This is an optimization exercise on Yosys and OpenROAD, whose aim is small area, not a production implementation.
The RTL was checked by simulation tests, not by an equivalence proof against the original design.

Setup of north:
Design main_calc_cu, start of the top module:
module  main_calc_cu (Clk, Reset, dataInBus, btl, btr, btd, btu, btc,
			sel1, sel2, sel3, sel4, sel5, sel6, sel7,
			add, sub, div, mult, gcd, isprime, sqrt, done,
			num1_out, num2_out,
			textOut);
For scale: about 1500 cells after synthesis, roughly 57 flip-flops, roughly 300 I/O pins.
Settings: LEC_CHECK=0, ABC_AREA=1, CAP_MARGIN=40, CORE_MARGIN=2, CORE_UTILIZATION=40, GPL_TIMING_DRIVEN=0, SLEW_MARGIN=40; clock period 32.0 ns.
standard.sh (not shown) runs the stock make flow with config.mk's settings and CLKGATE_MAP_FILE= SYNTH_SCRIPT=/design/flow/synth_recipe.tcl, a recipe that flattens the netlist after the stock synthesis.
==> flow/flow/run.sh <==
#!/bin/bash
# Own flow: the standard layout with
#  - synthesis as the standard one, but with an area-oriented ABC script (flow/area.abc:
#    deepsyn, then choice computation and amap);
#    flip-flops are mapped before ABC runs, so the registers are the standard synthesis's;
#  - the smallest buffer on every port;
#  - a small clock tree without dummy loads;
#  - synthesis buffers removed before placement, placement not timing driven
#    (GPL_TIMING_DRIVEN 0 in config.mk; SLEW_MARGIN and CAP_MARGIN 40 so that repair
#    buffers the high-fanout nets this leaves);
#  - one tie cell each for the constant-0 and constant-1 outputs.
# Each tool's output goes to flow.log here and to ORFS's own logs under orfs/logs.
set -euo pipefail
W=$(pwd)
# ORFS synth.tcl with the ABC script swapped for ours
sed 's|^  log_cmd abc {\*}\$abc_args|  set abc_args [lreplace $abc_args 1 1 '"$W"'/flow/area.abc]\n  log_cmd abc {*}$abc_args|' \
  "$FLOW_HOME/scripts/synth.tcl" > "$W/own_synth_body.tcl"
grep -q "flow/area.abc" "$W/own_synth_body.tcl"
sed "s|source \$::env(SCRIPTS_DIR)/synth.tcl|source $W/own_synth_body.tcl|" synth_recipe.tcl > "$W/own_synth.tcl"
grep -q own_synth_body "$W/own_synth.tcl"
sed "s|SYNTH_SCRIPT=[^ ]*|SYNTH_SCRIPT=$W/own_synth.tcl|" standard.sh > "$W/own_standard.sh"
grep -q own_synth.tcl "$W/own_standard.sh"
export BUFFER_PORTS_ARGS="-buffer_cell sky130_fd_sc_hd__buf_1"
export CTS_ARGS="-sink_clustering_enable -repair_clock_nets -dont_use_dummy_load -buf_list sky130_fd_sc_hd__clkbuf_8 -sink_clustering_size 30 -sink_clustering_max_diameter 100"
# remove the synthesis buffers before placement (timing-driven placement, which would, is off)
export PRE_GLOBAL_PLACE_TCL="$W/flow/pre_gpl.tcl"
# one tie cell for the constant outputs
export SKIP_REPAIR_TIE_FANOUT=1
bash "$W/own_standard.sh" > "$W/flow.log" 2>&1
==> flow/flow/area.abc <==
strash
&get -n
&deepsyn -T 60
&put
dch -f
amap
topo
stime -c
==> flow/flow/pre_gpl.tcl <==
remove_buffers
north closes out successfully: all stages finished, all timing, DRC and antenna checks passed.
For south, these inputs were changed with respect to north:
- swapping 40 for 30 in SLEW_MARGIN
- swapping 40 for 30 in CAP_MARGIN
diff --git a/flow/flow/run.sh b/flow/flow/run.sh
--- a/flow/flow/run.sh
+++ b/flow/flow/run.sh
@@ -7,5 +7,5 @@
 #  - a small clock tree without dummy loads;
 #  - synthesis buffers removed before placement, placement not timing driven
-#    (GPL_TIMING_DRIVEN 0 in config.mk; SLEW_MARGIN and CAP_MARGIN 40 so that repair
+#    (GPL_TIMING_DRIVEN 0 in config.mk; SLEW_MARGIN and CAP_MARGIN 30 so that repair
 #    buffers the high-fanout nets this leaves);
 #  - one tie cell each for the constant-0 and constant-1 outputs.
[summary]
There was hardly any difference in stage delay of the slowest cell on the critical path between north and south.
Cell depth of the worst min-delay path essentially unchanged between south and north.
Per the comparison of south with north, data arrival time of the critical path went down 0.08 ns, initial standard-cell utilization of the core held, worst-case setup margin in the final layout went up 0.090 ns, total area of multi-input combinational cells went down 0.63%.
south vs. north: hold slack decreased by 0.0034 ns relative to the old numbers, cell area lost about 0.5%.
south ended with less share of final-layout standard cells stronger than drive strength 1 than north.
## Diff of input files: east against south
diff --git a/flow/flow/run.sh b/flow/flow/run.sh
--- a/flow/flow/run.sh
+++ b/flow/flow/run.sh
@@ -7,5 +7,5 @@
 #  - a small clock tree without dummy loads;
 #  - synthesis buffers removed before placement, placement not timing driven
-#    (GPL_TIMING_DRIVEN 0 in config.mk; SLEW_MARGIN and CAP_MARGIN 30 so that repair
+#    (GPL_TIMING_DRIVEN 0 in config.mk; SLEW_MARGIN and CAP_MARGIN 40 so that repair
 #    buffers the high-fanout nets this leaves);
 #  - one tie cell each for the constant-0 and constant-1 outputs.
[summary]
- Delta (east minus south): cell area after layout shows no meaningful change, via count barely changed, post-synthesis compound-gate area fraction roughly the same.
- Global-route met2 utilization came out exactly the same in east and south.
- From south to east the numbers moved as follows: worst relative slew slack comparable.
- Re final core utilization: no difference whatsoever between south and east.
- From south to east, count of buffers not belonging to the clock network in the layout did not move at all.

main_calc_cu, a different RTL version from the one above (not shown whole).
Size: roughly 1700 cells after synthesis, about 61 flip-flops, roughly 300 I/O pins, roughly 12000 sq um of cells after synthesis.
Settings: LEC_CHECK=0, ABC_AREA=1, CAP_MARGIN=20, CORE_MARGIN=2, CORE_UTILIZATION=40, SLEW_MARGIN=20; clock period 32.0 ns.
==> flow/flow/run.sh <==
#!/bin/bash
# Own flow: the standard layout with
#  - synthesis as the standard one, but with an area-oriented ABC script (flow/area.abc);
#    flip-flops are mapped before ABC runs, so the registers are the standard synthesis's;
#  - the smallest buffer on every port;
#  - a small clock tree without dummy loads.
set -euo pipefail
W=$(pwd)
# ORFS synth.tcl with the ABC script swapped for ours
sed 's|^  log_cmd abc {\*}\$abc_args|  set abc_args [lreplace $abc_args 1 1 '"$W"'/flow/area.abc]\n  log_cmd abc {*}$abc_args|' \
  "$FLOW_HOME/scripts/synth.tcl" > "$W/own_synth_body.tcl"
grep -q "flow/area.abc" "$W/own_synth_body.tcl"
sed "s|source \$::env(SCRIPTS_DIR)/synth.tcl|source $W/own_synth_body.tcl|" synth_recipe.tcl > "$W/own_synth.tcl"
grep -q own_synth_body "$W/own_synth.tcl"
sed "s|SYNTH_SCRIPT=[^ ]*|SYNTH_SCRIPT=$W/own_synth.tcl|" standard.sh > "$W/own_standard.sh"
grep -q own_synth.tcl "$W/own_standard.sh"
export BUFFER_PORTS_ARGS="-buffer_cell sky130_fd_sc_hd__buf_1"
export CTS_ARGS="-sink_clustering_enable -repair_clock_nets -dont_use_dummy_load -buf_list sky130_fd_sc_hd__clkbuf_8"
bash "$W/own_standard.sh" > "$W/flow.log" 2>&1
==> flow/flow/area.abc <==
strash
balance -l; resub -K 6 -l; rewrite -l; resub -K 6 -N 2 -l; refactor -l; resub -K 8 -l; balance -l; resub -K 8 -N 2 -l; rewrite -l; resub -K 10 -l; rewrite -z -l; resub -K 10 -N 2 -l; balance -l; resub -K 12 -l; refactor -z -l; resub -K 12 -N 2 -l; rewrite -z -l; balance -l
dch -f
map -a
strash
balance -l; resub -K 6 -l; rewrite -l; resub -K 6 -N 2 -l; refactor -l; resub -K 8 -l; balance -l; resub -K 8 -N 2 -l; rewrite -l; resub -K 10 -l; rewrite -z -l; resub -K 10 -N 2 -l; balance -l; resub -K 12 -l; refactor -z -l; resub -K 12 -N 2 -l; rewrite -z -l; balance -l
dch -f
map -a
strash
dch -f
map -a
topo
stime -c
==> next run, changes <==
--- a/flow/flow/run.sh
+++ b/flow/flow/run.sh
@@ -18 +18 @@
-export CTS_ARGS="-sink_clustering_enable -repair_clock_nets -dont_use_dummy_load -buf_list sky130_fd_sc_hd__clkbuf_8"
+export CTS_ARGS="-sink_clustering_enable -repair_clock_nets -dont_use_dummy_load -buf_list sky130_fd_sc_hd__clkbuf_8 -sink_clustering_size 30 -sink_clustering_max_diameter 100"
Outcome: The new run ran to the end with no violations. Setup slack stays the same. Wire length does not change. Critical path depth does not change. Cell count stays the same. Fmax is unchanged. Design area stays the same. Register-to-register slack barely changes. Hold slack is unchanged. Area after synthesis is unchanged.

Setup of v2:
main_calc_cu, a different RTL version from the one above (not shown whole).
Size: ~1600 cells after synthesis, about 60 flip-flops, ~300 I/O pins.
Design main_calc_cu, start of the top module:
module  main_calc_cu (Clk, Reset, dataInBus, btl, btr, btd, btu, btc,
			sel1, sel2, sel3, sel4, sel5, sel6, sel7,
			add, sub, div, mult, gcd, isprime, sqrt, done,
			num1_out, num2_out,
			textOut);
==> flow/config.mk <==
export PLATFORM = sky130hd
export DESIGN_NAME = main_calc_cu
export DESIGN_NICKNAME = main_calc_cu
export VERILOG_FILES = /design/flow/design.v
export SDC_FILE = /design/flow/constraint.sdc
export NUM_CORES = 4
export LEC_CHECK = 0
export ABC_AREA = 1
export CAP_MARGIN = 20
export CORE_MARGIN = 2
export CORE_UTILIZATION = 40
export GPL_TIMING_DRIVEN = 0
export SLEW_MARGIN = 20
==> flow/constraint.sdc <==
create_clock -name core_clock -period 32.0 [get_ports {Clk}]
set_input_delay 6.4000 -clock core_clock [delete_from_list [all_inputs] [get_ports {Clk}]]
set_output_delay 6.4000 -clock core_clock [all_outputs]
set_load 0.01 [all_outputs]
==> flow/flow/run.sh <==
#!/bin/bash
# Own flow: the standard layout with
#  - synthesis as the standard one, but with an area-oriented ABC script (flow/area.abc);
#    flip-flops are mapped before ABC runs, so the registers are the standard synthesis's;
#  - the smallest buffer on every port;
#  - a small clock tree without dummy loads;
#  - synthesis buffers removed before placement, placement not timing driven
#    (GPL_TIMING_DRIVEN 0 in config.mk), and power recovery (downsizing) after routing.
# Each tool's output goes to flow.log here and to ORFS's own logs under orfs/logs.
set -euo pipefail
W=$(pwd)
# ORFS synth.tcl with the ABC script swapped for ours
sed 's|^  log_cmd abc {\*}\$abc_args|  set abc_args [lreplace $abc_args 1 1 '"$W"'/flow/area.abc]\n  log_cmd abc {*}$abc_args|' \
  "$FLOW_HOME/scripts/synth.tcl" > "$W/own_synth_body.tcl"
grep -q "flow/area.abc" "$W/own_synth_body.tcl"
sed "s|source \$::env(SCRIPTS_DIR)/synth.tcl|source $W/own_synth_body.tcl|" synth_recipe.tcl > "$W/own_synth.tcl"
grep -q own_synth_body "$W/own_synth.tcl"
sed "s|SYNTH_SCRIPT=[^ ]*|SYNTH_SCRIPT=$W/own_synth.tcl|" standard.sh > "$W/own_standard.sh"
grep -q own_synth.tcl "$W/own_standard.sh"
export BUFFER_PORTS_ARGS="-buffer_cell sky130_fd_sc_hd__buf_1"
export CTS_ARGS="-sink_clustering_enable -repair_clock_nets -dont_use_dummy_load -buf_list sky130_fd_sc_hd__clkbuf_8 -sink_clustering_size 30 -sink_clustering_max_diameter 100"
# downsize cells on paths with slack to spare, after global routing
export RECOVER_POWER=100
export SKIP_REPAIR_TIE_FANOUT=1
# remove the synthesis buffers before placement (timing-driven placement, which would, is off)
export PRE_GLOBAL_PLACE_TCL="$W/flow/pre_gpl.tcl"
bash "$W/own_standard.sh" > "$W/flow.log" 2>&1
==> flow/flow/area.abc <==
strash
&get -n
&deepsyn -T 60
&put
dch -f
map -a
strash
dch -f
map -a
topo
stime -c
Scripts as last shown in full above: flow/flow/pre_gpl.tcl
v2 ran in full, but the layout does not pass; the checks complain about capacitance limit, slew limit.
What v37 does differently from v2 at the input level:
- SLEW_MARGIN changed from 20 to 40
- CAP_MARGIN changed from 20 to 40
diff --git a/flow/flow/run.sh b/flow/flow/run.sh
--- a/flow/flow/run.sh
+++ b/flow/flow/run.sh
@@ -7,3 +7,5 @@
 #  - synthesis buffers removed before placement, placement not timing driven
-#    (GPL_TIMING_DRIVEN 0 in config.mk), and power recovery (downsizing) after routing.
+#    (GPL_TIMING_DRIVEN 0 in config.mk; SLEW_MARGIN and CAP_MARGIN 40 so that repair
+#    buffers the high-fanout nets this leaves);
+#  - one tie cell each for the constant-0 and constant-1 outputs.
 # Each tool's output goes to flow.log here and to ORFS's own logs under orfs/logs.
@@ -21,7 +23,6 @@
 export CTS_ARGS="-sink_clustering_enable -repair_clock_nets -dont_use_dummy_load -buf_list sky130_fd_sc_hd__clkbuf_8 -sink_clustering_size 30 -sink_clustering_max_diameter 100"
-# downsize cells on paths with slack to spare, after global routing
-export RECOVER_POWER=100
-export SKIP_REPAIR_TIE_FANOUT=1
 # remove the synthesis buffers before placement (timing-driven placement, which would, is off)
 export PRE_GLOBAL_PLACE_TCL="$W/flow/pre_gpl.tcl"
+# one tie cell for the constant outputs
+export SKIP_REPAIR_TIE_FANOUT=1
 bash "$W/own_standard.sh" > "$W/flow.log" 2>&1
Notes after the runs:
- v37 | status: complete | timing, DRC, antenna: pass
- Count of buffers not belonging to the clock network in the layout: v37 higher than v2
- Between v2 and v37, the post-layout worst setup margin does not differ in any meaningful way.
- In v37, the global-route total usage across every layer came out 0.20 points below the value in v2.

what the ideal ports hide:
No port has a modelled driver above. Below, the same layouts with a new extraction and two added sets of constraints.
Step 1 (the two cells are an assumption about what drives the block):
set clk [get_ports {Clk}]
set_driving_cell -lib_cell sky130_fd_sc_hd__clkbuf_16 $clk
set_driving_cell -lib_cell sky130_fd_sc_hd__buf_2 [delete_from_list [all_inputs] $clk]
Step 2 times the ports against the registers' clock, not the clock port: input delays grow and output delays shrink by t, the midpoint of the rising clock arrivals with the driver on.
a / b / c = no drivers / after step 1 / after step 2; a / b = the first two.
run | t (ns) | setup WS [ns] | latest minus earliest clock arrival (ns) | slew at the worst register clock pin (ns)
north | 0.400 | 12.255 / 12.255 / 12.255 | 0.020 / 0.020 | 0.08 / 0.08
south | 0.402 | 12.345 / 12.345 / 12.345 | 0.019 / 0.019 | 0.07 / 0.07
east | 0.402 | 12.345 / 12.345 / 12.345 | 0.019 / 0.019 | 0.07 / 0.07
the first run of note 2 | 0.404 | 12.646 / 12.646 / 12.646 | 0.032 / 0.031 | 0.08 / 0.08
the second run of note 2 | 0.404 | 12.646 / 12.646 / 12.646 | 0.032 / 0.031 | 0.08 / 0.08
v2 | 0.391 | 13.186 / 13.186 / 13.186 | 0.030 / 0.030 | 0.08 / 0.08
v37 | 0.393 | 13.183 / 13.183 / 13.183 | 0.028 / 0.028 | 0.08 / 0.08
